This is an optimization exercise on Yosys and OpenROAD, whose aim is small area, not a production implementation.
Function was checked by simulation only, so behaviour that the tests miss may differ from the original.
No run shown here takes its clock network from TritonCTS; it comes from the design's own scripts or RTL.
The flow treats the clock pin as an ideal source. Dropping or thinning the clock tree relies on that and would not hold on a real chip.
No activity file was given, so power comes from the tool's default toggle rates.

`design.v`:
```
`timescale 1ns / 1ps
module Soft_Processor(
    output [7:0] LED,
    output [6:0] SEGMENT,
    output reg CTRL,
    input [7:0] SWITCH,
    input [2:0] BUTTON,
    input SYSCLK,
    input RST
);
    reg [2:0] cnt;
    wire tick = cnt[2] & ~cnt[1];
    always @(posedge SYSCLK) begin
        if (RST) cnt <= 3'b000;
        else     cnt <= {cnt[1:0], ~cnt[2]};
    end
    always @(posedge SYSCLK) begin
        if (RST) CTRL <= 1'b0;
        else if (tick) CTRL <= ~CTRL;
    end
    reg [2:0] q0, q1;
    always @(posedge SYSCLK) begin
        if (RST) q0 <= 3'b000;
        else if (tick) q0 <= BUTTON;
    end
    always @(posedge SYSCLK) begin
        if (tick) q1 <= q0;
    end
    wire [2:0] rise = {3{tick}} & q0 & ~q1;
    wire step_edge = rise[0];
    wire ra_next   = rise[1];
    wire pa_next   = rise[2];
    reg [3:0] ACC;
    reg [3:0] PC;
    reg carry;
    reg [3:0] R [0:15];
    wire use_rom = (SWITCH[7:4] == 4'h0);
    wire pc_lo = (PC[3:2] == 2'b00);
    reg [3:0] rom_op;
    always @(*) begin
        case (PC[1:0])
            2'd0: rom_op = 4'h1;
            2'd1: rom_op = 4'h8;
            2'd2: rom_op = 4'h2;
            default: rom_op = 4'hB;
        endcase
        if (!pc_lo) rom_op = 4'hF;
    end
    wire [3:0] rom_arg = pc_lo ? {3'b000, (PC[1:0] == 2'd1)} : 4'hF;
    wire [3:0] opcode  = use_rom ? rom_op  : SWITCH[7:4];
    wire [3:0] operand = use_rom ? rom_arg : SWITCH[3:0];
    wire [3:0] raddr = use_rom ? 4'h0 : SWITCH[3:0];
    wire [3:0] rval = R[raddr];
    wire use_reg = (opcode == 4'h1) | (opcode == 4'h3) | (opcode == 4'h4) |
                   (opcode == 4'h5) | (opcode == 4'h6);
    wire [3:0] b = use_reg ? rval : operand;
    wire is_sub = (opcode == 4'h4) | (opcode == 4'h9);
    wire [4:0] sum = {1'b0, ACC} + {1'b0, b ^ {4{is_sub}}} + {4'b0, is_sub};
    wire cout = sum[4] ^ is_sub;
    reg [3:0] alu;
    always @(*) begin
        case (opcode)
            4'h3, 4'h4, 4'h8, 4'h9: alu = sum[3:0];
            4'h5: alu = ACC & b;
            4'h6: alu = ACC | b;
            default: alu = b;  
        endcase
    end
    wire acc_wr   = (opcode == 4'h1) | (opcode == 4'h3) | (opcode == 4'h4) |
                    (opcode == 4'h5) | (opcode == 4'h6) | (opcode == 4'h7) |
                    (opcode == 4'h8) | (opcode == 4'h9);
    wire carry_wr = (opcode == 4'h3) | (opcode == 4'h4) | (opcode == 4'h8) | (opcode == 4'h9);
    wire acc_zero = (ACC == 4'h0);
    wire taken = (opcode == 4'hA) | ((opcode == 4'hB) & ~acc_zero) |
                 ((opcode == 4'hC) & acc_zero) | ((opcode == 4'hD) & ~carry) |
                 ((opcode == 4'hE) & carry);
    wire halt = (opcode == 4'hF);
    wire clr_all = RST | ra_next;
    wire clr_pa  = clr_all | pa_next;
    wire exec    = step_edge & ~pa_next;    
    wire [3:0] acc_next = clr_pa ? 4'h0 : (exec & acc_wr) ? alu : ACC;
    always @(posedge SYSCLK) ACC <= acc_next;
    always @(posedge SYSCLK) begin
        if (clr_pa) PC <= 4'h0;
        else if (exec & ~halt) PC <= taken ? operand : PC + 4'h1;
    end
    always @(posedge SYSCLK) begin
        if (clr_all) carry <= 1'b0;
        else if (exec & carry_wr) carry <= cout;
    end
    wire [3:0] wdata = acc_next;
    wire wr = exec & (opcode == 4'h2);
    genvar g;
    generate
        for (g = 0; g < 16; g = g + 1) begin : regs
            always @(posedge SYSCLK) begin
                if (clr_all | (wr & (raddr == g))) R[g] <= wdata;
            end
        end
    endgenerate
    wire [3:0] dval = CTRL ? raddr : rval;
    reg [6:0] seg;
    always @(*) begin
        case (dval)
            4'h0: seg = 7'h7E;
            4'h1: seg = 7'h30;
            4'h2: seg = 7'h6D;
            4'h3: seg = 7'h79;
            4'h4: seg = 7'h33;
            4'h5: seg = 7'h5B;
            4'h6: seg = 7'h5F;
            4'h7: seg = 7'h70;
            4'h8: seg = 7'h7F;
            4'h9: seg = 7'h73;
            4'hA: seg = 7'h77;
            4'hB: seg = 7'h1F;
            4'hC: seg = 7'h0D;
            4'hD: seg = 7'h3D;
            4'hE: seg = 7'h4F;
            default: seg = 7'h47;
        endcase
    end
    assign SEGMENT = seg;
    assign LED = {PC, ACC};
endmodule
```
`flow/run.sh`:
```
#!/bin/bash
# Own layout flow: the standard flow (standard.sh), except
#  - synthesis maps logic with an area-oriented ABC script (deepsyn, then &nf),
#    tried with several seeds in parallel, keeping the smallest result; it leaves
#    adders to ABC (no full/half-adder cell extraction). The rest of synthesis,
#    registers included, is the standard synthesis;
#  - port buffers use a small buffer cell;
#  - the clock is buffered by flow/manual_cts.tcl (a few clock buffers driven
#    straight from the clock port, each driving a compact group of flip-flops)
#    instead of TritonCTS.
# Settings are in flow/params.sh. Each tool's output goes to a log file here.
set -euo pipefail
W=$(pwd)
F=$W/flow
source "$F/params.sh"

# synthesis script: ORFS synth.tcl with only the abc script replaced
sed "s|^  log_cmd abc {\*}\$abc_args|  log_cmd abc {*}[lreplace \$abc_args 1 1 \$::env(AREA_ABC)]|" \
    "$FLOW_HOME/scripts/synth.tcl" > "$W/orfs_synth_area.tcl"
grep -q 'AREA_ABC' "$W/orfs_synth_area.tcl"
sed "s|source \$::env(SCRIPTS_DIR)/synth.tcl|set ::env(ADDER_MAP_FILE) {}; source $W/orfs_synth_area.tcl|" \
    "$W/synth_recipe.tcl" > "$W/area_synth.tcl"
grep -q orfs_synth_area "$W/area_synth.tcl"

best=""; best_area=""
for s in $SEEDS; do
  printf 'strash\n&get -n\n&deepsyn -T %s -S %s\n&st\n&dch\n&nf -R 1000\n&put\n' "$DEEPSYN_T" "$s" > "$W/area_$s.abc"
  sed -e "s|$W/synth_recipe.tcl|$W/area_synth.tcl|g" -e "s|WORK_HOME=$W/orfs |WORK_HOME=$W/syn_$s |" \
      "$W/standard.sh" > "$W/synth_$s.sh"
  grep -q "WORK_HOME=$W/syn_$s " "$W/synth_$s.sh"
  (AREA_ABC="$W/area_$s.abc" bash "$W/synth_$s.sh" synth > "$W/synth_$s.log" 2>&1 || true) &
done
wait
for s in $SEEDS; do
  st="$W/syn_$s/reports/sky130hd/Soft_Processor/base/synth_stat.txt"
  [[ -f "$W/syn_$s/results/sky130hd/Soft_Processor/base/1_synth.odb" && -f "$st" ]] || continue
  a=$(awk '/Chip area for module/ {print $NF}' "$st" | tail -1)
  echo "seed $s: synthesis area $a" | tee -a "$W/synth_choice.log"
  if [[ -z "$best" ]] || awk -v a="$a" -v b="$best_area" 'BEGIN {exit !(a < b)}'; then best=$s; best_area=$a; fi
done
[[ -n "$best" ]]
echo "kept seed $best ($best_area)" | tee -a "$W/synth_choice.log"
mv "$W/syn_$best" "$W/orfs"

export BUFFER_PORTS_ARGS="-buffer_cell $PORT_BUF"
export MCTS_LIB="$F/manual_cts_lib.tcl" MCTS_BUFS MCTS_CAPS
export PRE_CTS_TCL="$F/manual_cts.tcl"
bash "$W/standard.sh" finish > "$W/layout.log" 2>&1
```
`flow/manual_cts.tcl`:
```
# PRE_CTS_TCL hook: buffer the clock by hand (flow/manual_cts_lib.tcl) and skip TritonCTS.
source $::env(MCTS_LIB)
manual_cts $::env(MCTS_BUFS) $::env(MCTS_CAPS)
set_propagated_clock [all_clocks]
rename clock_tree_synthesis orig_clock_tree_synthesis
proc clock_tree_synthesis {args} {
  puts "clock_tree_synthesis skipped: the clock buffers were placed by manual_cts"
}
```
`flow/manual_cts_lib.tcl`:
```
# Clock buffering without TritonCTS: the flip-flop clock pins are split by recursive
# bisection (alternating on the wider side) into equal groups, one clock buffer per group
# placed at the group's centre and driven straight from the clock port.
proc bisect {sinks caps} {
  if {[llength $caps] == 1} { return [list $sinks] }
  set hc [expr {[llength $caps] / 2}]
  set c1 [lrange $caps 0 [expr {$hc - 1}]]; set c2 [lrange $caps $hc end]
  set w1 0.0; foreach c $c1 { set w1 [expr {$w1 + $c}] }
  set w2 0.0; foreach c $c2 { set w2 [expr {$w2 + $c}] }
  set xs {}; set ys {}
  foreach s $sinks { lappend xs [lindex $s 1]; lappend ys [lindex $s 2] }
  set xs [lsort -real $xs]; set ys [lsort -real $ys]
  set idx [expr {([lindex $xs end] - [lindex $xs 0]) >= ([lindex $ys end] - [lindex $ys 0]) ? 1 : 2}]
  set sorted [lsort -real -index $idx $sinks]
  set h [expr {int(round([llength $sorted] * $w1 / ($w1 + $w2)))}]
  return [concat [bisect [lrange $sorted 0 [expr {$h - 1}]] $c1] \
                 [bisect [lrange $sorted $h end] $c2]]
}
# bufs: one clock buffer cell per group; caps: the relative share of clock pins of each
proc manual_cts {bufs caps} {
  set block [ord::get_db_block]
  set db [ord::get_db]
  set clknet [$block findNet SYSCLK]
  set sinks {}
  foreach it [$clknet getITerms] {
    set inst [$it getInst]
    set bb [$inst getBBox]
    lappend sinks [list $it [expr {([$bb xMin] + [$bb xMax]) / 2.0}] [expr {([$bb yMin] + [$bb yMax]) / 2.0}]]
  }
  set groups [bisect $sinks $caps]
  set k 0
  foreach g $groups {
    set sx 0.0; set sy 0.0
    foreach s $g { set sx [expr {$sx + [lindex $s 1]}]; set sy [expr {$sy + [lindex $s 2]}] }
    set n [llength $g]
    set master [$db findMaster [lindex $bufs $k]]
    set inst [odb::dbInst_create $block $master "clkbuf_m_$k"]
    set net [odb::dbNet_create $block "clknet_m_$k"]
    $net setSigType CLOCK
    [$inst findITerm A] connect $clknet
    [$inst findITerm X] connect $net
    $inst setLocation [expr {int($sx / $n - [$master getWidth] / 2)}] [expr {int($sy / $n - [$master getHeight] / 2)}]
    $inst setPlacementStatus PLACED
    foreach s $g {
      set it [lindex $s 0]
      $it disconnect
      $it connect $net
    }
    puts "manual_cts: buffer $k [$master getName] drives $n clock pins"
    incr k
  }
}
```
`flow/params.sh`:
```
# layout choices read by run.sh
# deepsyn seeds tried in parallel; the smallest synthesis is kept
SEEDS="1 2 3 4"
DEEPSYN_T=150
PORT_BUF="sky130_fd_sc_hd__buf_1"
# clock buffers, one per group of clock pins, with each group's relative size
MCTS_BUFS="sky130_fd_sc_hd__clkbuf_16 sky130_fd_sc_hd__clkbuf_8 sky130_fd_sc_hd__clkbuf_16 sky130_fd_sc_hd__clkbuf_8"
MCTS_CAPS="1.6 1 1.6 1"
```
`standard.sh`:
```
#!/bin/bash
# synth_recipe.tcl (not shown) runs the flow's synth.tcl, then flattens the netlist and writes it again
# the make line also repeats each setting of config.mk as NAME=value (left out here)
make -C /OpenROAD-flow-scripts/flow DESIGN_CONFIG=/design/flow/config.mk WORK_HOME=/design/flow/orfs CLKGATE_MAP_FILE= SYNTH_SCRIPT=/design/flow/synth_recipe.tcl "${@:-finish}"
```
`config.mk`:
```
export PLATFORM = sky130hd
export DESIGN_NAME = Soft_Processor
export DESIGN_NICKNAME = Soft_Processor
export VERILOG_FILES = /design/flow/design.v
export SDC_FILE = /design/flow/constraint.sdc
export NUM_CORES = 4
export LEC_CHECK = 0
export CAP_MARGIN = 20
export CORE_MARGIN = 2
export CORE_UTILIZATION = 80
export GPL_TIMING_DRIVEN = 0
export SLEW_MARGIN = 20
```
`constraint.sdc`:
```
create_clock -name core_clock -period 10.0 [get_ports {SYSCLK}]
set_input_delay 2.0000 -clock core_clock [delete_from_list [all_inputs] [get_ports {SYSCLK}]]
set_output_delay 2.0000 -clock core_clock [all_outputs]
set_load 0.01 [all_outputs]
```
==> results of run 1 <==
[cell usage in the layout, fill, tap and decap left out, types with 3 or more instances in the layout]
cell,Yosys,routed
clkinv_1,11,11
a21boi_0,3,3
nor2b_1,11,11
o21ai_0,42,42
dfxtp_1,16,16
a21oi_1,16,16
o22ai_1,11,11
buf_1,0,28
nand3_1,6,6
a31oi_1,7,6
nor2_1,39,39
a22o_1,5,5
a22oi_1,6,6
nor3_1,13,13
nand2_1,31,31
and3_1,3,3
nand2b_1,4,4
or2_0,3,3
a221oi_1,4,3
edfxtp_1,67,67
o221ai_1,5,5
buf_4,0,4
xnor2_1,6,6
[synthesized netlist by cell type, types with 3 or more instances]
| library cell | count |
|---|---|
| nand2b_1 | 4 |
| a31oi_1 | 7 |
| a22o_1 | 5 |
| nor2_1 | 39 |
| a221oi_1 | 4 |
| a22oi_1 | 6 |
| o22ai_1 | 11 |
| clkinv_1 | 11 |
| edfxtp_1 | 67 |
| nor2b_1 | 11 |
| nand3_1 | 6 |
| nor3_1 | 13 |
| a21oi_1 | 16 |
| xnor2_1 | 6 |
| dfxtp_1 | 16 |
| o221ai_1 | 5 |
| nand2_1 | 31 |
| or2_0 | 3 |
| o21ai_0 | 42 |
| and3_1 | 3 |
| a21boi_0 | 3 |
[power breakdown]
group / total [mW] / internal (mW) / switching [mW]
combinational: 0.164 / 0.0517 / 0.112
clock: 0.141 / 0.0555 / 0.0859
sequential: 0.401 / 0.388 / 0.0130
[through the flow]
step	setup WS (ns)	cell area [um2]	power (mW)	hold slack (ns)	utilization, %
floorplan	3.91	3660	0.509	0.381	-
global placement	2.70	3830	0.554	0.393	87.4
detailed placement	2.62	3880	0.565	0.419	88.6
CTS	2.49	3960	0.691	0.436	90.3
global route	2.20	3970	0.729	0.463	90.6
finish	2.33	3970	0.706	0.435	90.6
[flip-flops by register name (all words and copies together) (netlist names)]
signal	count
CTRL	1
ACC	4
carry	1
cnt	3
R	64
q1	3
q0	3
PC	4
[worst register-to-register path, delay by kind of cell, from the launching register on]
family | cells | cell delay [ns]
DFF | 1 | 0.34
xor gates and xnor gates | 1 | 0.37
and+or+nand+nor | 6 | 1.87
buffers and inverters | 1 | 0.29
AOI/OAI and AO/OA | 4 | 1.58
[final cells by class]
class	instances	area, um2
timing repair buffer	32	135
fill	172	412
tap	52	65.1
sequential	83	2330
inverter	11	41.3
buffer	4	77.6
multi-input combinational	235	1320
[worst paths after layout]
kind	slack, ns	to	depth (start not counted)	from
worst max-delay path	2.33	SEGMENT[0]	15	SWITCH[1]
worst min-delay path	0.44	cnt[0]$_SDFF_PP0_	1	cnt[2]$_SDFF_PP0_
worst max register to register	5.40	R[14][3]$_DFFE_PP_	12	cnt[2]$_SDFF_PP0_
worst min register to register	0.44	cnt[0]$_SDFF_PP0_	1	cnt[2]$_SDFF_PP0_
[logic make-up after synthesis]
group           share of synthesized area (%)
mux                                     0.273
simple gates                             14.8
compound gates                           18.3
xor+xnor                                 1.91
buf+inv                                  1.13
flops                                    63.7
[routing by layer]
metal / vias up / global-route usage [%] / part of all wire, %
met3: 65 / 8.02 / 15
li1: 1338 / - / -
met2: 352 / 62.4 / 47
met5: - / 0 / 0
met1: 1403 / 51.2 / 33
met4: 0 / 14.9 / 5.0
==> impl_metrics.ini, run 1 <==
[status]
status = no timing/DRC/antenna violations

[synthesis]
yosysTopAreaCellShare_pct = 54.9
synthCells = 329
syn_area_um2 = 3660
yosysUniqueCellTypes = 33
yosysWarnings = 2
synth_area_leader_cell = edfxtp_1
ys_ff_latch = 83
synth.yosys.seq_area_share_pct = 63.7
yosys_most_used_dff = edfxtp_1
synth-edff-count = 67
syn_nets = 342
async_flop_share_pct = 0
syn_area_per_cell_um2 = 11.1
synth.area.top_cells = edfxtp_1, dfxtp_1, o21ai_0

[worst_setup_path]
worstPathArrival_ns = 5.67
crit_path_end_kind = output pin
crit_fanout = 17
crit_required_ns = 8.00
critical_path_class = in2out
critical-path-max-stage-delay_ns = 0.65
slowest_stage = or2_0
path_buf_inv = 3
cp_common_cell = o21ai_0
crit_family = compound AO/OA/AOI/OAI gates
cp-start-kind = primary input
path_cells = buf_1 > or2_0 > o22ai_1 > nor3_1 > o21ai_0 > o21ai_0 > nor3_1 > a21oi_1 > clkinv_1 > o21ai_0 > o21ai_0 > nand2_1 > nand2_1 > or2_0 > buf_1

[detailed_routing]
via_per_inst = 7.57
drtAntennaViolNets = 0
vias = 3158
drt-total-wl_mm = 10.3
dr.pass1.iters = 7
first_iter_violations = 544
wl_per_cell_um = 24.6
drc = 0

[finish]
num_antenna_cells = 0
finalNonFillerCells = 417
layout-drive-gt1-share_pct = 3.56
nNetsFinal = 380
area_growth_pct = 8.44

[floorplanning]
coreArea_um2 = 4380
initial_core_util_pct = 83.6
chipHeight_um = 71.7
die_area_um2 = 5140
std_cell_rows = 24
die_w_um = 71.7
io_pins = 29

[global_routing]
antenna_found_initial = 0
grt_pass1_vias = 2869
grt_usage_pct = 38.2
gr-total-overflow = 0
grt_pass1_wl_mm = 14.6
grt_max_degree = 27

[placed_design]
hpwl_mm = 6.59
io_buffer_count = 28
place_inst = 413
routabilityCongestion = 0.913

[sta]
rsz0062_at_grt = false
fmax_ghz = 0.130
slew_viol_final = 0
setup_tns_ns = 0
hold_viol = 0
fin_crit_ns = 7.67
fin_crit_sh_pct = 76.7
setup_viol = 0
clock_skew_ns = 0.0177
maxSlewHeadroom_pct = 35.9
tightest_slew_ns = 0.953

[clock_network]
cts.clk_slew.worst_paths_ns = 0.09
insertion_delay_ns = 0.17
postCtsHoldBufs = 0
postCtsSetupRepairBufs = 0
cts_resized = 0

[power]
ir_worst_vdd_uv = 170
pwr_density_cell_nw_per_um2 = 178
p_leak_nw = 1.34

[flow_run]
drv_cap = 0

[worst_hold_path]
worstHoldPathType = reg2reg
==> run 2, diff against run 1 <==
--- a/config.mk
+++ b/config.mk
@@ -6,7 +6,7 @@
 export NUM_CORES = 4
 export LEC_CHECK = 0
-export CAP_MARGIN = 20
+export CAP_MARGIN = 0
 export CORE_MARGIN = 2
-export CORE_UTILIZATION = 80
+export CORE_UTILIZATION = 65
 export GPL_TIMING_DRIVEN = 0
-export SLEW_MARGIN = 20
+export SLEW_MARGIN = 0
==> impl_metrics.ini, run 2 <==
[worst_setup_path]
reg2regPathDepth = 10
critical-path-max-stage-delay_ns = 0.61
path_cells = buf_1 > or2_0 > o22ai_1 > nor3_1 > o21ai_0 > o21ai_0 > nor3_1 > a21oi_1 > clkinv_1 > o21ai_0 > o21ai_0 > nand2_1 > nand2_1 > or2_0 > buf_1
slowest_stage = or2_0
crit_fanout = 17
worstReg2RegStart = cnt[2]$_SDFF_PP0_
cp_common_cell = o21ai_0
crit_required_ns = 8.00
cp-start-kind = primary input
worstPathArrival_ns = 5.46
crit_path_end_kind = output pin
reg2reg_setup_slack_ns = 5.88
crit_end = SEGMENT[0]
critical_path.startpoint = SWITCH[2]
r2r-end = R[2][2]$_DFFE_PP_
critical_path_class = in2out

[clock_network]
cts.clk_slew.worst_paths_ns = 0.09
insertion_delay_ns = 0.16
postCtsSetupRepairBufs = 0
postCtsHoldBufs = 0
cts_resized = 0

[detailed_routing]
drt-total-wl_mm = 8.42
dr.pass1.iters = 5
drtAntennaViolNets = 0
wl_per_cell_um = 19.3
first_iter_violations = 409
vias = 2843
via_per_inst = 6.52
drc = 0

[global_routing]
grt_max_degree = 27
gr-total-overflow = 0
grt_pass1_wl_mm = 13.4
grt_usage_pct = 27.6
antenna_found_initial = 0
grt_pass1_vias = 2673

[placed_design]
routabilityCongestion = 0.884
io_buffer_count = 28
hpwl_mm = 5.99
post-place-ws_ns = 2.63

[synthesis]
yosysUniqueCellTypes = 33
yosys_most_used_dff = edfxtp_1
ys_ff_latch = 83
synthCells = 329
syn_area_um2 = 3660
synth.area.top_cells = edfxtp_1, dfxtp_1, o21ai_0
yosysTopAreaCellShare_pct = 54.9
synth-edff-count = 67
async_flop_share_pct = 0
synth.yosys.seq_area_share_pct = 63.7
syn_area_per_cell_um2 = 11.1
synth.most_common_cell = edfxtp_1
syn_nets = 342
netlist_top_cells_count = edfxtp_1, o21ai_0, nor2_1
synth_area_leader_cell = edfxtp_1
yosysWarnings = 2

[floorplanning]
initial_core_util_pct = 66.9
die_w_um = 79.1
chipHeight_um = 79.1
io_pins = 29
die_area_um2 = 6250
std_cell_rows = 27
coreArea_um2 = 5470

[worst_hold_path]
hold_start = cnt[2]$_SDFF_PP0_
worstHoldPathType = reg2reg

[power]
pwr_density_cell_nw_per_um2 = 174
ir_worst_vdd_uv = 214
p_leak_nw = 1.34

[finish]
largestRegisters = R x64, ACC x4, PC x4
final_cell_mix = edfxtp_1, o21ai_0, nor2_1
layout_commonest_cell = edfxtp_1
layout-drive-gt1-share_pct = 2.75
area_growth_pct = 8.57
largest_register_ffs = 64
nNetsFinal = 379
num_antenna_cells = 0
regMostFlops = R

[sta]
slew_viol_final = 0
setup_viol = 0
tightest_slew_ns = 1.31
fin_crit_sh_pct = 74.6
worst_slack_ns = 2.54
fin_crit_ns = 7.46
fmax_ghz = 0.134
hold_viol = 0
maxSlewHeadroom_pct = 12.6
rsz0062_at_grt = false
clock_skew_ns = 0.0153
setup_tns_ns = 0

[flow_run]
drv_cap = 0

[status]
status = no timing/DRC/antenna violations
==> run 2: per-stage QoR <==
stage	cells	cell area [um2]	total power, mW	util (%)	hold WS [ns]
finish	436	3980	0.694	72.7	0.415
global route	436	3980	0.722	72.7	0.431
CTS	436	3980	0.691	72.7	0.420
detailed placement	432	3900	0.564	71.3	0.403
global placement	429	3860	0.556	70.5	0.398
floorplan	329	3660	0.509	-	0.381
==> run 2: cells by family after synthesis <==
logic type | count (synthesis) | synth area share [%]
and+or+nand+nor | 118 | 14.8
AOI/OAI and AO/OA | 108 | 18.3
DFF | 83 | 63.7
buffers and inverters | 11 | 1.13
xor gates and xnor gates | 8 | 1.91
muxes | 1 | 0.273
==> run 2: layout make-up <==
class	count	area, um2
well taps	72	90.1
flip-flops and latches	83	2330
plain buffers	4	77.6
repair buffers	31	128
inverters	11	41.3
fillers	420	1500
multi-input cells	235	1310
==> run 2: worst min path at each step <==
stage	end	slack (ns)	cells after the start
after global routing	cnt[0]$_SDFF_PP0_	0.43	1
after CTS	cnt[0]$_SDFF_PP0_	0.42	1
after detailed placement	cnt[0]$_SDFF_PP0_	0.40	1
after floorplan	cnt[0]$_SDFF_PP0_	0.38	1
final	cnt[0]$_SDFF_PP0_	0.41	1
after global placement	cnt[0]$_SDFF_PP0_	0.40	1
==> run 2: critical path, delay by kind of cell <==
kind	cells	cell delay, ns
AO/OA/AOI/OAI	6	1.37
AND/OR/NAND/NOR	6	1.28
buffers and inverters	3	0.79
==> run 2: power breakdown <==
group	internal [mW]	switching, mW	leakage (nW)
registers	0.388	0.0113	0.818
clock network	0.0553	0.0804	0.0390
logic	0.0516	0.107	0.480
==> run 2: routing by layer <==
| layer | global-route usage, % | wire [um] | vias up |
|---|---|---|---|
| met3 | 4.09 | 857 | 12 |
| met5 | 0 | 0 | - |
| met1 | 41.6 | 3550 | 1343 |
| met2 | 43.3 | 3890 | 160 |
| met4 | 6.21 | 125 | 0 |
| li1 | - | - | 1328 |
==> run 3, diff against run 2 <==
--- a/flow/params.sh
+++ b/flow/params.sh
@@ -1,6 +1,6 @@
 # layout choices read by run.sh
 # deepsyn seeds tried in parallel; the smallest synthesis is kept
-SEEDS="1 2 3 4"
-DEEPSYN_T=150
+SEEDS="5 6 7"
+DEEPSYN_T=400
 PORT_BUF="sky130_fd_sc_hd__buf_1"
 # clock buffers, one per group of clock pins, with each group's relative size
==> impl_metrics.ini, run 3 <==
[synthesis]
synth.yosys.seq_area_share_pct = 63.3
synth_top_family_by_area = compound AO/OA/AOI/OAI gates
synth-edff-count = 67
yosysUniqueCellTypes = 37
synthCells = 332
syn_area_per_cell_um2 = 11.1
synth_compound_area_share_pct = 18.2
yosysTopAreaCellShare_pct = 54.6
synth.area.top_cells = edfxtp_1, dfxtp_1, o21ai_0
syn_nets = 345
ys_ff_latch = 83
yosysWarnings = 2
async_flop_share_pct = 0
syn_area_um2 = 3680
netlist_top_cells_count = edfxtp_1, nor2_1, o21ai_0
muxShareOfSynthArea_pct = 0.611
synthSimpleGateAreaFrac_pct = 14.7
synth_area_leader_cell = edfxtp_1
synth_fa_ha_area_share_pct = 0
yosys_most_used_dff = edfxtp_1
synth.most_common_cell = edfxtp_1
synth_xor_area_share_pct = 1.66

[detailed_routing]
vias = 2840
drt-total-wl_mm = 8.37
wl_per_cell_um = 19.1
first_iter_violations = 422
dr.pass1.iters = 5
drtAntennaViolNets = 0
via_per_inst = 6.48
drc = 0

[worst_setup_path]
crit_fanout = 15
crit_path_end_kind = output pin
slowest_stage = a21oi_1
critical_path_class = in2out
critical-path-max-stage-delay_ns = 0.67
worstPathArrival_ns = 5.86
crit_family = simple AND/OR/NAND/NOR gates
path_cells = buf_1 > nor2_1 > a21oi_1 > o21ai_0 > nor4_1 > nor2_1 > mux2_1 > nand2b_1 > nor2_1 > nor2_1 > nor3_1 > nor2_1 > a21oi_1 > buf_1
cp_common_cell = nor2_1
crit_required_ns = 8.00
cp-start-kind = primary input
path_buf_inv = 2

[global_routing]
gr-total-overflow = 0
grt_pass1_wl_mm = 13.2
grt_max_degree = 27
grt_pass1_vias = 2678
antenna_found_initial = 0
grt_usage_pct = 27.2

[clock_network]
insertion_delay_ns = 0.17
cts_resized = 0
postCtsHoldBufs = 0
postCtsSetupRepairBufs = 0
cts.clk_slew.worst_paths_ns = 0.09

[finish]
regMostFlops = R
num_antenna_cells = 0
largestRegisters = R x64, ACC x4, PC x4
final_cell_mix = edfxtp_1, nor2_1, o21ai_0
multiInputGateArea_um2 = 1320
fillers = 421
largest_register_ffs = 64
regArea_um2 = 2330
nNetsFinal = 381
layout_commonest_cell = edfxtp_1
layout-drive-gt1-share_pct = 2.46
area_growth_pct = 8.39

[flow_run]
drv_cap = 0

[power]
swShare_pct = 24.0
clock_power_share_pct = 21.9
p_seq_share_pct = 63.6
p_leak_nw = 1.34
pwr_density_cell_nw_per_um2 = 155
pwr-share-comb_pct = 14.5
internal_power_mw = 0.471
netSwitchingPower_mw = 0.149
ir_worst_vdd_uv = 159

[sta]
setup_tns_ns = 0
rsz0062_at_grt = false
slew_viol_final = 0
fin_crit_ns = 7.86
fin_crit_sh_pct = 78.6
hold_viol = 0
clock_skew_ns = 0.0199
maxSlewHeadroom_pct = 17.7
fmax_ghz = 0.127
setup_viol = 0
holdWs_ns = 0.428
tightest_slew_ns = 1.23

[placed_design]
hpwl_mm = 5.98
io_buffer_count = 28
routabilityCongestion = 0.863

[status]
status = no timing/DRC/antenna violations

[floorplanning]
io_pins = 29
coreArea_um2 = 5510
chipHeight_um = 79.3
initial_core_util_pct = 66.9
die_w_um = 79.3
std_cell_rows = 27
die_area_um2 = 6290

[worst_hold_path]
worstHoldPathType = reg2reg
[run 3: worst paths after layout]
check / startpoint / endpoint / slack [ns] / cells past startpoint
worst max-delay path: SWITCH[1] / SEGMENT[6] / 2.14 / 14
worst min-delay path: cnt[2]$_SDFF_PP0_ / cnt[0]$_SDFF_PP0_ / 0.43 / 1
worst max register to register: cnt[2]$_SDFF_PP0_ / R[8][3]$_DFFE_PP_ / 5.48 / 13
worst min register to register: cnt[2]$_SDFF_PP0_ / cnt[0]$_SDFF_PP0_ / 0.43 / 1
[run 3: cell type report]
| class | count | area share [%] |
|---|---|---|
| Sequential cell | 83 | 58.4 |
| Multi-Input combinational cell | 235 | 33.0 |
| Timing Repair Buffer | 30 | 3.10 |
| Tap cell | 72 | 2.26 |
| Buffer | 4 | 1.94 |
| Inverter | 14 | 1.32 |
[run 3: cell families after synthesis]
kind of cell	count (synthesis)
AND/OR/NAND/NOR	118
AO/OA/AOI/OAI	108
flip-flops	83
buffers and inverters	14
XOR/XNOR	7
multiplexers	2
[run 3: per-layer routing]
metal	vias up	wire, um	share of wire (%)	track usage [%]
li1	1340	-	-	-
met1	1312	3540	42	40.0
met2	169	3830	46	43.2
met3	19	778	9.3	3.64
met4	0	223	2.7	7.59
met5	-	0	0	0
[run 3: metrics by stage]
stage	power, mW	instances	utilization (%)	instance area, um2	setup WS, ns
floorplan	0.457	332	-	3680	3.55
global placement	0.484	432	70.4	3880	0.326
detailed placement	0.489	434	71.0	3910	2.27
CTS	0.618	438	72.4	3990	2.25
global route	0.641	438	72.5	3990	1.92
finish	0.619	438	72.5	3990	2.14
[run 3: power groups by stage]
stage,Clock (mW),Combinational [mW],Sequential (mW)
2_1_floorplan,0,0.0568,0.400
3_3_place_gp,0,0.0828,0.402
3_5_place_dp,0,0.0873,0.402
4_1_cts,0.136,0.0876,0.394
5_1_grt,0.147,0.0986,0.396
6_report,0.136,0.0895,0.394
==> run 4, diff against run 3 <==
--- a/design.v
+++ b/design.v
@@ -35,4 +35,44 @@
     reg carry;
     reg [3:0] R [0:15];
+    wire [3:0] acc_next, pc_next, raddr; wire carry_next, wr, clr_all;
+    wire [3:0] rval;
+    core C(.SWITCH(SWITCH), .PC(PC), .ACC(ACC), .carry(carry), .rval(rval), .RST(RST), .step_edge(step_edge),
+           .ra_next(ra_next), .pa_next(pa_next), .acc_next(acc_next), .pc_next(pc_next), .carry_next(carry_next),
+           .wr(wr), .raddr(raddr), .clr_all(clr_all));
+    always @(posedge SYSCLK) begin ACC <= acc_next; PC <= pc_next; carry <= carry_next; end
+    rdmux RM(.r({R[15], R[14], R[13], R[12], R[11], R[10], R[9], R[8],
+                 R[7], R[6], R[5], R[4], R[3], R[2], R[1], R[0]}), .a(raddr), .y(rval));
+    wire [15:0] en;
+    wdec WD(.a(raddr), .wr(wr), .clr(clr_all), .en(en));
+    genvar g;
+    generate
+        for (g = 0; g < 16; g = g + 1) begin : regs
+            always @(posedge SYSCLK) begin
+                if (en[g]) R[g] <= acc_next;
+            end
+        end
+    endgenerate
+    wire [6:0] seg;
+    segd SD(.c(CTRL), .a(raddr), .r(rval), .s(seg));
+    assign SEGMENT = seg;
+    assign LED = {PC, ACC};
+endmodule
+module rdmux(input [63:0] r, input [3:0] a, output [3:0] y);
+    assign y = r[a*4 +: 4];
+endmodule
+module segd(input c, input [3:0] a, input [3:0] r, output reg [6:0] s);
+    wire [3:0] d = c ? a : r;
+    always @(*) begin
+        case (d)
+            4'h0: s = 7'h7E; 4'h1: s = 7'h30; 4'h2: s = 7'h6D; 4'h3: s = 7'h79;
+            4'h4: s = 7'h33; 4'h5: s = 7'h5B; 4'h6: s = 7'h5F; 4'h7: s = 7'h70;
+            4'h8: s = 7'h7F; 4'h9: s = 7'h73; 4'hA: s = 7'h77; 4'hB: s = 7'h1F;
+            4'hC: s = 7'h0D; 4'hD: s = 7'h3D; 4'hE: s = 7'h4F; default: s = 7'h47;
+        endcase
+    end
+endmodule
+module core(input [7:0] SWITCH, input [3:0] PC, input [3:0] ACC, input carry, input [3:0] rval,
+  input RST, input step_edge, input ra_next, input pa_next,
+  output [3:0] acc_next, output [3:0] pc_next, output carry_next, output wr, output [3:0] raddr, output clr_all);
     wire use_rom = (SWITCH[7:4] == 4'h0);
     wire pc_lo = (PC[3:2] == 2'b00);
@@ -50,6 +90,5 @@
     wire [3:0] opcode  = use_rom ? rom_op  : SWITCH[7:4];
     wire [3:0] operand = use_rom ? rom_arg : SWITCH[3:0];
-    wire [3:0] raddr = use_rom ? 4'h0 : SWITCH[3:0];
-    wire [3:0] rval = R[raddr];
+    assign raddr = use_rom ? 4'h0 : SWITCH[3:0];
     wire use_reg = (opcode == 4'h1) | (opcode == 4'h3) | (opcode == 4'h4) |
                    (opcode == 4'h5) | (opcode == 4'h6);
@@ -76,50 +115,34 @@
                  ((opcode == 4'hE) & carry);
     wire halt = (opcode == 4'hF);
-    wire clr_all = RST | ra_next;
+    assign clr_all = RST | ra_next;
     wire clr_pa  = clr_all | pa_next;
     wire exec    = step_edge & ~pa_next;    
-    wire [3:0] acc_next = clr_pa ? 4'h0 : (exec & acc_wr) ? alu : ACC;
-    always @(posedge SYSCLK) ACC <= acc_next;
-    always @(posedge SYSCLK) begin
-        if (clr_pa) PC <= 4'h0;
-        else if (exec & ~halt) PC <= taken ? operand : PC + 4'h1;
-    end
-    always @(posedge SYSCLK) begin
-        if (clr_all) carry <= 1'b0;
-        else if (exec & carry_wr) carry <= cout;
-    end
-    wire [3:0] wdata = acc_next;
-    wire wr = exec & (opcode == 4'h2);
+    assign acc_next = clr_pa ? 4'h0 : (exec & acc_wr) ? alu : ACC;
+    assign pc_next = clr_pa ? 4'h0 : (exec & ~halt) ? (taken ? operand : PC + 4'h1) : PC;
+    assign carry_next = clr_all ? 1'b0 : (exec & carry_wr) ? cout : carry;
+    assign wr = exec & (opcode == 4'h2);
+endmodule
+module wdec(input [3:0] a, input wr, input clr, output [15:0] en);
+    wire [3:0] na;
+    wire [3:0] nh, nl;
+    g_inv i0(.a(a[0]), .y(na[0]));
+    g_inv i1(.a(a[1]), .y(na[1]));
+    g_inv i2(.a(a[2]), .y(na[2]));
+    g_inv i3(.a(a[3]), .y(na[3]));
+    g_a31oi h0(.a(wr), .b(na[3]), .c(na[2]), .d(clr), .y(nh[0]));
+    g_a31oi h1(.a(wr), .b(na[3]), .c(a[2]),  .d(clr), .y(nh[1]));
+    g_a31oi h2(.a(wr), .b(a[3]),  .c(na[2]), .d(clr), .y(nh[2]));
+    g_a31oi h3(.a(wr), .b(a[3]),  .c(a[2]),  .d(clr), .y(nh[3]));
+    g_a21oi l0(.a(na[1]), .b(na[0]), .c(clr), .y(nl[0]));
+    g_a21oi l1(.a(na[1]), .b(a[0]),  .c(clr), .y(nl[1]));
+    g_a21oi l2(.a(a[1]),  .b(na[0]), .c(clr), .y(nl[2]));
+    g_a21oi l3(.a(a[1]),  .b(a[0]),  .c(clr), .y(nl[3]));
     genvar g;
-    generate
-        for (g = 0; g < 16; g = g + 1) begin : regs
-            always @(posedge SYSCLK) begin
-                if (clr_all | (wr & (raddr == g))) R[g] <= wdata;
-            end
-        end
-    endgenerate
-    wire [3:0] dval = CTRL ? raddr : rval;
-    reg [6:0] seg;
-    always @(*) begin
-        case (dval)
-            4'h0: seg = 7'h7E;
-            4'h1: seg = 7'h30;
-            4'h2: seg = 7'h6D;
-            4'h3: seg = 7'h79;
-            4'h4: seg = 7'h33;
-            4'h5: seg = 7'h5B;
-            4'h6: seg = 7'h5F;
-            4'h7: seg = 7'h70;
-            4'h8: seg = 7'h7F;
-            4'h9: seg = 7'h73;
-            4'hA: seg = 7'h77;
-            4'hB: seg = 7'h1F;
-            4'hC: seg = 7'h0D;
-            4'hD: seg = 7'h3D;
-            4'hE: seg = 7'h4F;
-            default: seg = 7'h47;
-        endcase
-    end
-    assign SEGMENT = seg;
-    assign LED = {PC, ACC};
+    generate for (g = 0; g < 16; g = g + 1) begin : e
+        g_nor2 n(.a(nh[g / 4]), .b(nl[g % 4]), .y(en[g]));
+    end endgenerate
 endmodule
+module g_inv(input a, output y); assign y = ~a; endmodule
+module g_nor2(input a, input b, output y); assign y = ~(a | b); endmodule
+module g_a21oi(input a, input b, input c, output y); assign y = ~((a & b) | c); endmodule
+module g_a31oi(input a, input b, input c, input d, output y); assign y = ~((a & b & c) | d); endmodule
==> flow/run.sh (replaced) <==
#!/bin/bash
# Own layout flow: the standard flow (standard.sh), except
#  - port buffers use a small buffer cell;
#  - the clock is buffered by flow/manual_cts.tcl (a few clock buffers driven
#    straight from the clock port, each driving a compact group of flip-flops)
#    instead of TritonCTS.
# Settings are in flow/params.sh. Each tool's output goes to a log file here.
set -euo pipefail
W=$(pwd)
F=$W/flow
source "$F/params.sh"

# synthesis script: ORFS synth.tcl with its abc call replaced by flow/permod_abc.tcl
sed "s|^  log_cmd abc {\*}\$abc_args|  source $F/permod_abc.tcl|" \
    "$FLOW_HOME/scripts/synth.tcl" > "$W/orfs_synth_area.tcl"
grep -q 'permod_abc' "$W/orfs_synth_area.tcl"
sed "s|source \$::env(SCRIPTS_DIR)/synth.tcl|set ::env(ADDER_MAP_FILE) {}; source $W/orfs_synth_area.tcl|" \
    "$W/synth_recipe.tcl" > "$W/area_synth.tcl"
grep -q orfs_synth_area "$W/area_synth.tcl"
sed -e "s|$W/synth_recipe.tcl|$W/area_synth.tcl|g" "$W/standard.sh" > "$W/area_synth.sh"
grep -q "area_synth.tcl.*SYNTH_HIERARCHICAL=1" "$W/area_synth.sh"

PERMOD_PARAMS="$F/permod_params.tcl" PERMOD_DIR="$W/permod" \
  bash "$W/area_synth.sh" synth > "$W/synth.log" 2>&1

export BUFFER_PORTS_ARGS="-buffer_cell $PORT_BUF"
export MCTS_LIB="$F/manual_cts_lib.tcl" MCTS_BUFS MCTS_CAPS
export PRE_CTS_TCL="$F/manual_cts.tcl"
bash "$W/standard.sh" finish > "$W/layout.log" 2>&1
==> flow/params.sh (replaced) <==
# layout choices read by run.sh
PORT_BUF="sky130_fd_sc_hd__buf_1"
# clock buffers, one per group of clock pins, with each group's relative size
MCTS_BUFS="sky130_fd_sc_hd__clkbuf_16 sky130_fd_sc_hd__clkbuf_8 sky130_fd_sc_hd__clkbuf_16 sky130_fd_sc_hd__clkbuf_8"
MCTS_CAPS="1.6 1 1.6 1"
==> flow/permod_abc.tcl (new file) <==
# Replaces the single abc call of ORFS synth.tcl (sourced in its place, so $abc_args and
# $lib_args are ORFS's). The design is synthesized hierarchically: each module is mapped
# on its own. The gate modules (g_*) get one plain area mapping; every other module is
# mapped with each of its candidate ABC scripts in turn, keeping the smallest result.
source $::env(PERMOD_PARAMS)
set base_args [lrange $abc_args 2 end]
set sdir $::env(PERMOD_DIR)
file mkdir $sdir

proc permod_script {name body} {
  global sdir
  set f "$sdir/$name.abc"
  set fh [open $f w]; puts $fh $body; close $fh
  return $f
}
proc permod_area {m} {
  global lib_args
  set out [tee -q -s result.string stat {*}$lib_args $m]
  if {![regexp {Chip area for module '\\?[^']*': ([0-9.eE+-]+)} $out -> a]} { error "no area for $m" }
  return $a
}

log_cmd abc -script [permod_script plain $plain_script] {*}$base_args g_*
design -save permod_cur
foreach {m cands} $permod_candidates {
  set best ""; set best_area 0
  foreach c $cands {
    design -load permod_cur
    log_cmd abc -script [permod_script "${m}_[incr ::permod_n]" $c] {*}$base_args $m
    set a [permod_area $m]
    puts "PERMOD $m candidate [string map {"\n" "; "} $c] area $a"
    if {$best eq "" || $a < $best_area} { set best_area $a; set best $c; design -save permod_best }
  }
  puts "PERMOD $m kept area $best_area: [string map {"\n" "; "} $best]"
  design -load permod_best
  design -save permod_cur
}
design -load permod_cur
==> flow/permod_params.tcl (new file) <==
# candidate ABC scripts per module (flow/permod_abc.tcl)
set plain_script "strash\n&get -n\n&st\n&dch\n&nf -R 1000\n&put"
proc ds {t s} { return "strash\n&get -n\n&deepsyn -T $t -S $s\n&st\n&dch\n&nf -R 1000\n&put" }
set twice "strash\n&get -n\n&st\n&dch\n&nf -R 1000\n&put\n&get -n\n&st\n&dch\n&nf -R 1000\n&put"
set permod_candidates [list \
  core  [list [ds 120 1] [ds 120 2] [ds 120 3] [ds 120 4] [ds 120 5] [ds 120 6]] \
  rdmux [list $plain_script $twice [ds 60 1] [ds 60 2] [ds 60 3]] \
  segd  [list $plain_script [ds 30 1] [ds 30 2] [ds 30 3]] \
  Soft_Processor [list $plain_script $twice [ds 30 1] [ds 30 2]] \
]
--- a/config.mk
+++ b/config.mk
@@ -11,2 +11,4 @@
 export GPL_TIMING_DRIVEN = 0
 export SLEW_MARGIN = 0
+export SYNTH_HIERARCHICAL = 1
+export SYNTH_MINIMUM_KEEP_SIZE = 0
==> impl_metrics.ini, run 4 <==
[status]
status = no timing/DRC/antenna violations

[placed_design]
routabilityCongestion = 0.920
place_area_um2 = 3820
hpwl_mm = 5.35
io_buffer_count = 28

[finish]
num_antenna_cells = 0
layout-drive-gt1-share_pct = 1.18
largest_register_ffs = 64
area_growth_pct = 7.51
layout_commonest_cell = edfxtp_1
regMostFlops = R
largestRegisters = R x64, ACC x4, PC x4
fin_area_um2 = 3900
final_cell_mix = edfxtp_1, nor2_1, nand2_1
nNetsFinal = 355
fillers = 412

[synthesis]
synth.most_common_cell = edfxtp_1
syn_nets = 321
yosys_most_used_dff = edfxtp_1
synth-edff-count = 67
synth_area_leader_cell = edfxtp_1
netlist_top_cells_count = edfxtp_1, nor2_1, nand2_1
syn_area_um2 = 3630
synth.area.top_cells = edfxtp_1, dfxtp_1, nor2_1
yosysTopAreaCellShare_pct = 55.4
syn_area_per_cell_um2 = 11.8
yosysWarnings = 10
synthCells = 308
async_flop_share_pct = 0
synth.yosys.seq_area_share_pct = 64.3
yosysUniqueCellTypes = 40
ys_ff_latch = 83

[power]
pwr_density_cell_nw_per_um2 = 158
swShare_pct = 23.8
clock_power_share_pct = 22.2
internal_power_mw = 0.469
p_seq_share_pct = 63.2
p_leak_nw = 1.29
pwr-share-comb_pct = 14.6
netSwitchingPower_mw = 0.146
ir_worst_vdd_uv = 156

[detailed_routing]
drc = 0
drt-total-wl_mm = 7.66
first_iter_violations = 311
drtAntennaViolNets = 0
dr.pass1.iters = 5
via_per_inst = 6.38
wl_per_cell_um = 18.6
vias = 2630

[global_routing]
grt_usage_pct = 25.2
antenna_found_initial = 0
grt_pass1_wl_mm = 12.3
gr-total-overflow = 0
grt_pass1_vias = 2416
grt_max_degree = 27

[worst_setup_path]
path_buf_inv = 3
crit_fanout = 13
crit_required_ns = 8.00
critical_path.startpoint = SWITCH[5]
critical-path-max-stage-delay_ns = 1.12
crit_family = simple AND/OR/NAND/NOR gates
path_cells = buf_1 > clkinv_1 > nand2_1 > and2_0 > nor3b_1 > a22o_1 > a221oi_1 > and3_1 > a31oi_1 > mux2_1 > xor2_1 > nand2_1 > a21boi_0 > nor2_1 > a21boi_0 > o221ai_1 > nor2_1 > a211oi_1 > buf_1
crit_path_end_kind = output pin
critical_path_class = in2out
worstReg2RegStart = R[10][0]$_DFFE_PP_
cp-start-kind = primary input
worstPathArrival_ns = 7.16
slowest_stage = nor3b_1

[sta]
clock_skew_ns = 0.0107
fin_crit_ns = 9.16
slew_viol_final = 0
setup_viol = 0
tightest_slew_ns = 1.33
setup_tns_ns = 0
rsz0062_at_grt = false
fmax_ghz = 0.109
fin_crit_sh_pct = 91.6
holdWs_ns = 0.425
maxSlewHeadroom_pct = 11.4
hold_viol = 0

[clock_network]
postCtsHoldBufs = 0
postCtsSetupRepairBufs = 0
cts.clk_slew.worst_paths_ns = 0.09
cts_resized = 0
insertion_delay_ns = 0.16

[floorplanning]
coreArea_um2 = 5440
io_pins = 29
initial_core_util_pct = 66.7
die_area_um2 = 6200
std_cell_rows = 27
chipHeight_um = 78.7
die_w_um = 78.7

[flow_run]
drv_cap = 0

[worst_hold_path]
worstHoldPathType = reg2reg
hold_start = cnt[2]$_SDFF_PP0_
## run 4: changes by cell type in the layout (fill, tap and decap cells not counted), moves of 6 or more
cell,delta
a221oi_1,+7
o21ai_0,-26
nor2b_1,-7
nor4_1,-6
nor2_1,+6
nand2b_1,-6
## run 4: cell type report
type	instances	area [um2]	area share [%]
Multi-Input combinational cell	209	1240	31.7
Tap cell	72	90.1	2.31
Buffer	4	77.6	1.99
Inverter	16	60.1	1.54
Timing Repair Buffer	28	105	2.69
Sequential cell	83	2330	59.8
## run 4: metrics by stage
| step | power [mW] | setup WS (ns) | instances | util (%) |
|---|---|---|---|---|
| after floorplan | 0.458 | 2.18 | 308 | - |
| after global placement | 0.483 | 1.08 | 408 | 70.3 |
| after detailed placement | 0.486 | 0.950 | 408 | 70.3 |
| after CTS | 0.612 | 0.924 | 412 | 71.8 |
| after global routing | 0.636 | 0.355 | 412 | 71.8 |
| final | 0.615 | 0.836 | 412 | 71.8 |
## run 4: kinds of logic (layout without fill, tap and decap cells)
kind of cell	count (synthesis)	count (layout)	synth area share, %
buffers and inverters	16	48	1.65
AOI/OAI and AO/OA	83	83	16.0
adders and majority gates	2	2	0.552
DFF	83	83	64.3
muxes	6	6	1.76
and+or+nand+nor	106	106	12.9
xor gates and xnor gates	12	12	2.90
## run 4: worst reg2reg max path, stage by stage, from the launching register on
cell and delay [ns]:
edfxtp_1 0.38, a222oi_1 0.32, nand4_1 0.14, a221oi_1 0.38, nor2_1 0.15, o22ai_1 0.27, nor2_1 0.12, maj3_1 0.41
maj3_1 0.41, a21oi_1 0.14, o21ai_0 0.12, xnor2_1 0.15, a21oi_1 1.02
## run 4: modules after synthesis, one instance, submodules excluded, a selection
module | cells inside | flops+latches | copies in the design | cell area (um2)
segd | 22 | 0 | 1 | 144
g_inv | 1 | 0 | 4 | 3.75
Soft_Processor | 100 | 83 | 1 | 2430
g_a21oi | 1 | 0 | 4 | 5.00
g_a31oi | 1 | 0 | 4 | 6.26
core | 100 | 0 | 1 | 539
rdmux | 58 | 0 | 1 | 400
g_nor2 | 1 | 0 | 16 | 3.75
## run 4: worst paths after layout
path                            end  slack, ns  cells past startpoint
setup / recovery         SEGMENT[6]       0.84                     19
hold reg to reg   cnt[0]$_SDFF_PP0_       0.42                      1
hold / removal    cnt[0]$_SDFF_PP0_       0.42                      1
setup reg to reg  R[0][3]$_DFFE_PP_       5.60                     12
## run 4: metal layers
metal / global-route usage, % / vias up / part of all wire, %
li1: - / 1244 / -
met1: 39.0 / 1276 / 47
met2: 40.5 / 99 / 45
met3: 2.16 / 11 / 6.0
met4: 4.04 / 0 / 1.6
met5: 0 / - / 0
## run 4: power by group through the flow
stage               clock network, mW  registers, mW  logic, mW
finish                          0.136          0.389     0.0898
detailed placement                  0          0.397     0.0887
CTS                             0.134          0.389     0.0889
floorplan                           0          0.395     0.0621
global placement                    0          0.396     0.0866
global route                    0.146          0.390     0.0997
==> run 5, diff against run 4 <==
--- a/flow/run.sh
+++ b/flow/run.sh
@@ -21,6 +21,23 @@
 grep -q "area_synth.tcl.*SYNTH_HIERARCHICAL=1" "$W/area_synth.sh"
 
-PERMOD_PARAMS="$F/permod_params.tcl" PERMOD_DIR="$W/permod" \
-  bash "$W/area_synth.sh" synth > "$W/synth.log" 2>&1
+# several synthesis runs in parallel, each trying other deepsyn seeds; keep the smallest
+best=""; best_area=""
+for k in $RUNS; do
+  sed "s|WORK_HOME=$W/orfs |WORK_HOME=$W/syn_$k |" "$W/area_synth.sh" > "$W/area_synth_$k.sh"
+  grep -q "WORK_HOME=$W/syn_$k " "$W/area_synth_$k.sh"
+  (PERMOD_PARAMS="$F/permod_params.tcl" PERMOD_DIR="$W/permod_$k" PERMOD_SEED_BASE=$((k * 10)) \
+    bash "$W/area_synth_$k.sh" synth > "$W/synth_$k.log" 2>&1 || true) &
+done
+wait
+for k in $RUNS; do
+  st="$W/syn_$k/reports/sky130hd/Soft_Processor/base/synth_stat.txt"
+  [[ -f "$W/syn_$k/results/sky130hd/Soft_Processor/base/1_synth.odb" && -f "$st" ]] || continue
+  a=$(awk '/Chip area for top module/ {print $NF}' "$st" | tail -1)
+  echo "run $k: synthesis area $a" | tee -a "$W/synth_choice.log"
+  if [[ -z "$best" ]] || awk -v a="$a" -v b="$best_area" 'BEGIN {exit !(a < b)}'; then best=$k; best_area=$a; fi
+done
+[[ -n "$best" ]]
+echo "kept run $best ($best_area)" | tee -a "$W/synth_choice.log"
+mv "$W/syn_$best" "$W/orfs"
 
 export BUFFER_PORTS_ARGS="-buffer_cell $PORT_BUF"
--- a/flow/params.sh
+++ b/flow/params.sh
@@ -4,2 +4,3 @@
 MCTS_BUFS="sky130_fd_sc_hd__clkbuf_16 sky130_fd_sc_hd__clkbuf_8 sky130_fd_sc_hd__clkbuf_16 sky130_fd_sc_hd__clkbuf_8"
 MCTS_CAPS="1.6 1 1.6 1"
+RUNS="1 2 3"
==> flow/permod_params.tcl (replaced) <==
# candidate ABC scripts per module (flow/permod_abc.tcl); PERMOD_SEED_BASE offsets the
# deepsyn seeds so that parallel synthesis runs try different ones
set plain_script "strash\n&get -n\n&st\n&dch\n&nf -R 1000\n&put"
set twice "strash\n&get -n\n&st\n&dch\n&nf -R 1000\n&put\n&get -n\n&st\n&dch\n&nf -R 1000\n&put"
set sb $::env(PERMOD_SEED_BASE)
proc ds {t s} {
  global sb
  return "strash\n&get -n\n&deepsyn -T $t -S [expr {($sb + $s) % 101}]\n&st\n&dch\n&nf -R 1000\n&put"
}
set core_c {}
for {set i 0} {$i < 7} {incr i} { lappend core_c [ds 90 $i] }
set permod_candidates [list \
  core  $core_c \
  rdmux [list $plain_script $twice [ds 45 0] [ds 45 1]] \
  segd  [list $plain_script [ds 20 0] [ds 20 1]] \
  Soft_Processor [list $plain_script [ds 20 0]] \
]
==> impl_metrics.ini, run 5 <==
[finish]
num_antenna_cells = 0
layout-drive-gt1-share_pct = 1.18
area_growth_pct = 7.56
nNetsFinal = 355
final_cell_mix = edfxtp_1, nor2_1, nand2_1
largest_register_ffs = 64
regMostFlops = R
finalNonFillerCells = 412
layout_commonest_cell = edfxtp_1
largestRegisters = R x64, ACC x4, PC x4
fillers = 402

[sta]
setup_viol = 0
fmax_ghz = 0.114
fin_crit_sh_pct = 87.6
maxSlewHeadroom_pct = 9.98
clock_skew_ns = 0.0135
hold_viol = 0
slew_viol_final = 0
fin_crit_ns = 8.76
tightest_slew_ns = 1.35
setup_tns_ns = 0
rsz0062_at_grt = false

[floorplanning]
initial_core_util_pct = 66.3
std_cell_rows = 27
die_w_um = 78.5
chipHeight_um = 78.5
coreArea_um2 = 5440
die_area_um2 = 6160
io_pins = 29

[synthesis]
synth_fa_ha_area_share_pct = 0.555
synth.area.top_cells = edfxtp_1, dfxtp_1, a21oi_1
async_flop_share_pct = 0
syn_area_um2 = 3610
synth_xor_area_share_pct = 2.43
synth-edff-count = 67
synthSimpleGateAreaFrac_pct = 12.5
synth_area_leader_cell = edfxtp_1
syn_area_per_cell_um2 = 11.7
synth_top_family_by_area = compound AO/OA/AOI/OAI gates
synth.yosys.seq_area_share_pct = 64.7
netlist_top_cells_count = edfxtp_1, nor2_1, nand2_1
synth.most_common_cell = edfxtp_1
yosys_most_used_dff = edfxtp_1
yosysTopAreaCellShare_pct = 55.8
synthCells = 308
ys_ff_latch = 83
syn_nets = 321
synth_compound_area_share_pct = 16.9
muxShareOfSynthArea_pct = 1.77
yosysWarnings = 10
yosysUniqueCellTypes = 35

[power]
pwr_density_cell_nw_per_um2 = 158
ir_worst_vdd_uv = 108
p_leak_nw = 1.29

[worst_setup_path]
path_cells = buf_1 > nor3_1 > nand2_1 > nand2_1 > clkinv_1 > nor2_1 > a222oi_1 > a21oi_1 > nand2_1 > nand2_1 > mux2_1 > xor2_1 > nand2_1 > a21boi_0 > nor2_1 > a21boi_0 > o221ai_1 > nor2_1 > a211oi_1 > buf_1
crit_path_end_kind = output pin
crit_fanout = 16
cp_common_cell = nand2_1
reg2regPathDepth = 12
slowest_stage = nor2_1
reg2reg_setup_slack_ns = 5.74
crit_required_ns = 8.00
critical-path-max-stage-delay_ns = 0.98
critical_path_class = in2out
r2r-end = R[9][3]$_DFFE_PP_
cp-start-kind = primary input
worstReg2RegStart = R[9][0]$_DFFE_PP_
worstPathArrival_ns = 6.76

[detailed_routing]
via_per_inst = 6.46
drc = 0
first_iter_violations = 247
wl_per_cell_um = 18.6
drtAntennaViolNets = 0
vias = 2662
dr.pass1.iters = 5
drt-total-wl_mm = 7.67

[global_routing]
grt_pass1_vias = 2550
grt_max_degree = 27
met1_usage_pct = 36.9
met3_usage_pct = 1.61
antenna_found_initial = 0
gr-total-overflow = 0
top_usage_layer = met2
grt_pass1_wl_mm = 12.6
met2_usage_pct = 44.5
grt_usage_pct = 26.1

[placed_design]
hpwl_mm = 5.27
io_buffer_count = 28
routabilityCongestion = 0.825
place_inst = 408

[status]
status = no timing/DRC/antenna violations

[worst_hold_path]
worstHoldPathType = reg2reg
hold_start = cnt[2]$_SDFF_PP0_
holdPathEnd = cnt[0]$_SDFF_PP0_
whs_path_depth = 1

[clock_network]
cts_resized = 0
postCtsHoldBufs = 0
cts.clk_slew.worst_paths_ns = 0.09
insertion_delay_ns = 0.16
postCtsSetupRepairBufs = 0

[flow_run]
drv_cap = 0
==> run 5: cell count changes after synthesis, sizes merged, moves of 4 or more <==
cell / delta
a22o: -5
a222oi: +9
nor2b: +4
clkinv: -5
o21ai: +7
nand3: +11
a21oi: +13
nor2: -8
a221oi: -9
==> run 5: how the worst max path moves through the flow <==
stage	slack, ns	start	to	cells after the start
4_1_cts	1.32	SWITCH[6]	SEGMENT[6]	20
5_1_grt	0.73	SWITCH[6]	SEGMENT[6]	20
3_3_place_gp	1.51	SWITCH[6]	SEGMENT[6]	20
2_1_floorplan	2.27	SWITCH[4]	SEGMENT[6]	17
3_5_place_dp	1.35	SWITCH[6]	SEGMENT[6]	20
6_report	1.24	SWITCH[6]	SEGMENT[6]	20
==> run 5: per-module statistics from Yosys, one instance, submodules excluded, excerpt <==
module / cells inside / cell area [um2] / times used / flip-flops and latches
Soft_Processor: 100 / 2430 / 1 / 83
core: 98 / 543 / 1 / 0
g_a21oi: 1 / 5.00 / 4 / 0
g_a31oi: 1 / 6.26 / 4 / 0
g_inv: 1 / 3.75 / 4 / 0
g_nor2: 1 / 3.75 / 16 / 0
rdmux: 60 / 373 / 1 / 0
segd: 22 / 144 / 1 / 0
==> run 5: kinds of logic (layout without fill, tap and decap cells) <==
logic type | Yosys count | count (layout)
AND/OR/NAND/NOR | 104 | 104
XOR/XNOR | 10 | 10
adder cells (fa/ha/maj) | 2 | 2
flip-flops | 83 | 83
buffers and inverters | 11 | 43
AO/OA/AOI/OAI | 92 | 92
multiplexers | 6 | 6
==> run 5: power by group <==
part	internal, mW	total, mW	switching (mW)
Sequential	0.384	0.389	0.00414
Clock	0.0552	0.134	0.0784
Combinational	0.0281	0.0903	0.0621
Total	0.468	0.612	0.145
==> run 5: layout make-up <==
type	count	area, um2	share of cell area (%)
flip-flops and latches	83	2330	60.1
plain buffers	4	77.6	2.00
multi-input cells	214	1230	31.8
inverters	11	41.3	1.06
repair buffers	28	105	2.71
well taps	72	90.1	2.32
==> run 5: critical path: cells and delay by family <==
kind	cells	cell delay, ns
xor+xnor	1	0.24
mux	1	0.25
simple gates	9	2.20
compound gates	6	1.48
buf+inv	3	0.58
==> run 5: routing by layer <==
metal / vias up / share of wire [%]
li1: 1257 / -
met1: 1267 / 42
met2: 122 / 48
met3: 16 / 6.9
met4: 0 / 2.5
met5: - / 0
==> run 5: metrics by stage <==
| stage | utilization, % | total power [mW] | hold WS [ns] | cell area (um2) | worst slack (ns) |
|---|---|---|---|---|---|
| 2_1_floorplan | - | 0.457 | 0.389 | 3610 | 2.27 |
| 3_3_place_gp | 69.9 | 0.483 | 0.408 | 3800 | 1.51 |
| 3_5_place_dp | 69.9 | 0.486 | 0.403 | 3800 | 1.35 |
| 4_1_cts | 71.3 | 0.613 | 0.429 | 3880 | 1.32 |
| 5_1_grt | 71.3 | 0.637 | 0.443 | 3880 | 0.729 |
| 6_report | 71.3 | 0.612 | 0.427 | 3880 | 1.24 |
==> run 6, diff against run 5 <==
==> flow/params.sh (replaced) <==
# layout choices read by run.sh
PORT_BUF="sky130_fd_sc_hd__buf_1"
# clock buffers, one per group of clock pins, with each group's relative size
MCTS_BUFS="sky130_fd_sc_hd__clkbuf_16 sky130_fd_sc_hd__clkbuf_8 sky130_fd_sc_hd__clkbuf_8 sky130_fd_sc_hd__clkbuf_8"
MCTS_CAPS="1.6 1 1 1"
RUNS="4 5 6"
==> impl_metrics.ini, run 6 <==
[sta]
slew_viol_final = 0
hold_viol = 0
clock_skew_ns = 0.0129
fmax_ghz = 0.108
setup_viol = 0
tightest_slew_ns = 1.32
fin_crit_sh_pct = 92.3
maxSlewHeadroom_pct = 11.8
fin_crit_ns = 9.23
setup_tns_ns = 0
rsz0062_at_grt = false

[power]
pwr_density_cell_nw_per_um2 = 154
pwr-share-comb_pct = 13.9
clock_power_share_pct = 21.1
internal_power_mw = 0.457
ir_worst_vdd_uv = 205
netSwitchingPower_mw = 0.141
p_leak_nw = 1.27
p_seq_share_pct = 65.0
swShare_pct = 23.6

[synthesis]
synthCells = 299
yosysWarnings = 10
yosysTopAreaCellShare_pct = 55.9
syn_area_um2 = 3600
syn_area_per_cell_um2 = 12.0
synth-edff-count = 67
synth_area_leader_cell = edfxtp_1
synth.yosys.seq_area_share_pct = 64.7
synth.most_common_cell = edfxtp_1
yosysUniqueCellTypes = 42
async_flop_share_pct = 0
yosys_most_used_dff = edfxtp_1
syn_nets = 312
synth.area.top_cells = edfxtp_1, dfxtp_1, nor2_1
netlist_top_cells_count = edfxtp_1, nor2_1, nand2_1
ys_ff_latch = 83

[finish]
regMostFlops = R
fillers = 403
final_cell_mix = edfxtp_1, nor2_1, nand2_1, buf_1, a21oi_1
num_antenna_cells = 0
fin_area_um2 = 3880
nNetsFinal = 347
layout_commonest_cell = edfxtp_1
largest_register_ffs = 64
area_growth_pct = 7.61
largestRegisters = R x64, ACC x4, PC x4
layout-drive-gt1-share_pct = 1.81

[detailed_routing]
drc = 0
drtAntennaViolNets = 0
dr.pass1.iters = 5
via_per_inst = 6.45
drt-total-wl_mm = 7.55
first_iter_violations = 311
wl_per_cell_um = 18.7
vias = 2607

[global_routing]
grt_pass1_wl_mm = 12.1
grt_usage_pct = 25.3
grt_max_degree = 30
antenna_found_initial = 0
grt_pass1_vias = 2333
gr-total-overflow = 0

[placed_design]
io_buffer_count = 28
routabilityCongestion = 0.937
place_area_um2 = 3810
hpwl_mm = 5.42

[floorplanning]
initial_core_util_pct = 66.2
chipHeight_um = 78.4
std_cell_rows = 27
io_pins = 29
coreArea_um2 = 5440
die_w_um = 78.4
die_area_um2 = 6150

[clock_network]
cts.clk_slew.worst_paths_ns = 0.10
insertion_delay_ns = 0.17
postCtsHoldBufs = 0
postCtsSetupRepairBufs = 0
cts_resized = 0

[worst_setup_path]
critical_path_class = in2out
path_cells = buf_1 > or4_1 > nand2_1 > clkinv_1 > nor3b_1 > a22o_1 > a221oi_1 > and4_1 > a31oi_1 > mux2i_1 > xor2_1 > nand2_1 > a21boi_0 > nor2_1 > a21boi_0 > o221ai_1 > nor2_1 > a211oi_1 > buf_1
slowest_stage = nor3b_1
crit_required_ns = 8.00
cp-start-kind = primary input
reg2regPathDepth = 13
crit_path_end_kind = output pin
crit_fanout = 13
worstPathArrival_ns = 7.23
critical-path-max-stage-delay_ns = 1.04

[worst_hold_path]
whs_path_depth = 1
worstHoldPathType = reg2reg

[status]
status = no timing/DRC/antenna violations

[flow_run]
drv_cap = 0
==> run 6: changes by cell type in the layout (fill, tap and decap cells not counted), moves of 6 or more <==
cell	previous run	this run
a21oi_1	33	21
a221oi_1	0	8
a222oi_1	16	8
a22o_1	3	9
nand2_1	34	28
nand3_1	12	6
==> run 6: per-stage QoR <==
step / power (mW) / hold slack, ns / instances / setup WS, ns / util (%)
4_1_cts: 0.596 / 0.439 / 404 / 0.917 / 71.3
2_1_floorplan: 0.452 / 0.389 / 299 / 1.89 / -
3_5_place_dp: 0.479 / 0.415 / 400 / 0.913 / 70.0
6_report: 0.598 / 0.431 / 404 / 0.768 / 71.3
5_1_grt: 0.621 / 0.466 / 404 / 0.336 / 71.3
3_3_place_gp: 0.477 / 0.414 / 399 / 1.03 / 69.8
==> run 6: cell families (layout without fill, tap and decap cells) <==
family,after synthesis,in the layout,share of synthesized area [%]
buffers and inverters,11,44,1.15
and+or+nand+nor,100,100,12.9
xor gates and xnor gates,7,7,1.70
DFF,83,83,64.7
adders and majority gates,1,1,0.278
muxes,6,6,1.77
AOI/OAI and AO/OA,91,91,17.5
==> run 6: critical path: cells and delay by family <==
family,cells,cell delay [ns]
AND/OR/NAND/NOR,7,2.55
AO/OA/AOI/OAI,7,1.54
buffers and inverters,3,0.64
XOR/XNOR,1,0.28
multiplexers,1,0.23
==> run 6: path summary, 6_finish.rpt <==
| path | to | slack [ns] | start |
|---|---|---|---|
| worst max-delay path | SEGMENT[6] | 0.77 | SWITCH[5] |
| worst min-delay path | cnt[0]$_SDFF_PP0_ | 0.43 | cnt[2]$_SDFF_PP0_ |
| worst max register to register | R[13][3]$_DFFE_PP_ | 5.73 | R[2][0]$_DFFE_PP_ |
| worst min register to register | cnt[0]$_SDFF_PP0_ | 0.43 | cnt[2]$_SDFF_PP0_ |
==> run 6: final cells by class <==
type	count	area, um2	share of cell area (%)
multi-input combinational	205	1230	31.8
buffer	4	66.3	1.71
timing repair buffer	29	113	2.91
inverter	11	41.3	1.07
sequential	83	2330	60.2
tap	72	90.1	2.32
==> run 6: routing by layer <==
layer | part of all wire, % | up-vias | global-route usage [%]
met3 | 6.5 | 14 | 1.03
li1 | - | 1242 | -
met5 | 0 | - | 0
met4 | 1.9 | 0 | 5.09
met2 | 45 | 100 | 40.0
met1 | 47 | 1251 | 39.9
==> run 6: Yosys stat by module (local to each module, per instance), a selection <==
module,cell area (um2),flops+latches,times used
Soft_Processor,2430,83,1
core,541,0,1
g_a21oi,5.00,0,4
g_a31oi,6.26,0,4
g_inv,3.75,0,4
g_nor2,3.75,0,16
rdmux,372,0,1
segd,144,0,1
==> run 6: power groups by stage <==
| stage | clock network, mW | registers (mW) | logic [mW] |
|---|---|---|---|
| after floorplan | 0 | 0.395 | 0.0566 |
| after global placement | 0 | 0.396 | 0.0804 |
| after detailed placement | 0 | 0.397 | 0.0821 |
| after CTS | 0.125 | 0.389 | 0.0825 |
| after global routing | 0.139 | 0.390 | 0.0926 |
| final | 0.126 | 0.389 | 0.0832 |

[afterwards: timing with drivers on the ports]
How much do the figures lean on ideal ports? The routed layouts below were timed once more, with nothing changed but the port constraints. Step 1, drivers: a clkbuf_16 drives SYSCLK and a buf_2 each remaining input, both assumed. Step 2 times the ports against the registers' clock, not the clock port: input delays grow and output delays shrink by t, the midpoint of the rising clock arrivals with the driver on. a / b / c = ideal ports / drivers / drivers and shift; a / b = the first two.
run	t, ns	setup slack, ns	worst setup path after step 2	pins driven straight from the clock port
run 1	0.230	2.335 / 2.309 / 2.309	input to output	4
run 2	0.221	2.538 / 2.513 / 2.513	input to output	4
run 3	0.227	2.139 / 2.113 / 2.113	input to output	4
run 4	0.226	0.836 / 0.812 / 0.812	input to output	4
run 5	0.217	1.241 / 1.221 / 1.221	input to output	4
run 6	0.223	0.768 / 0.748 / 0.748	input to output	4
After both steps setup and hold are still met in every run listed.
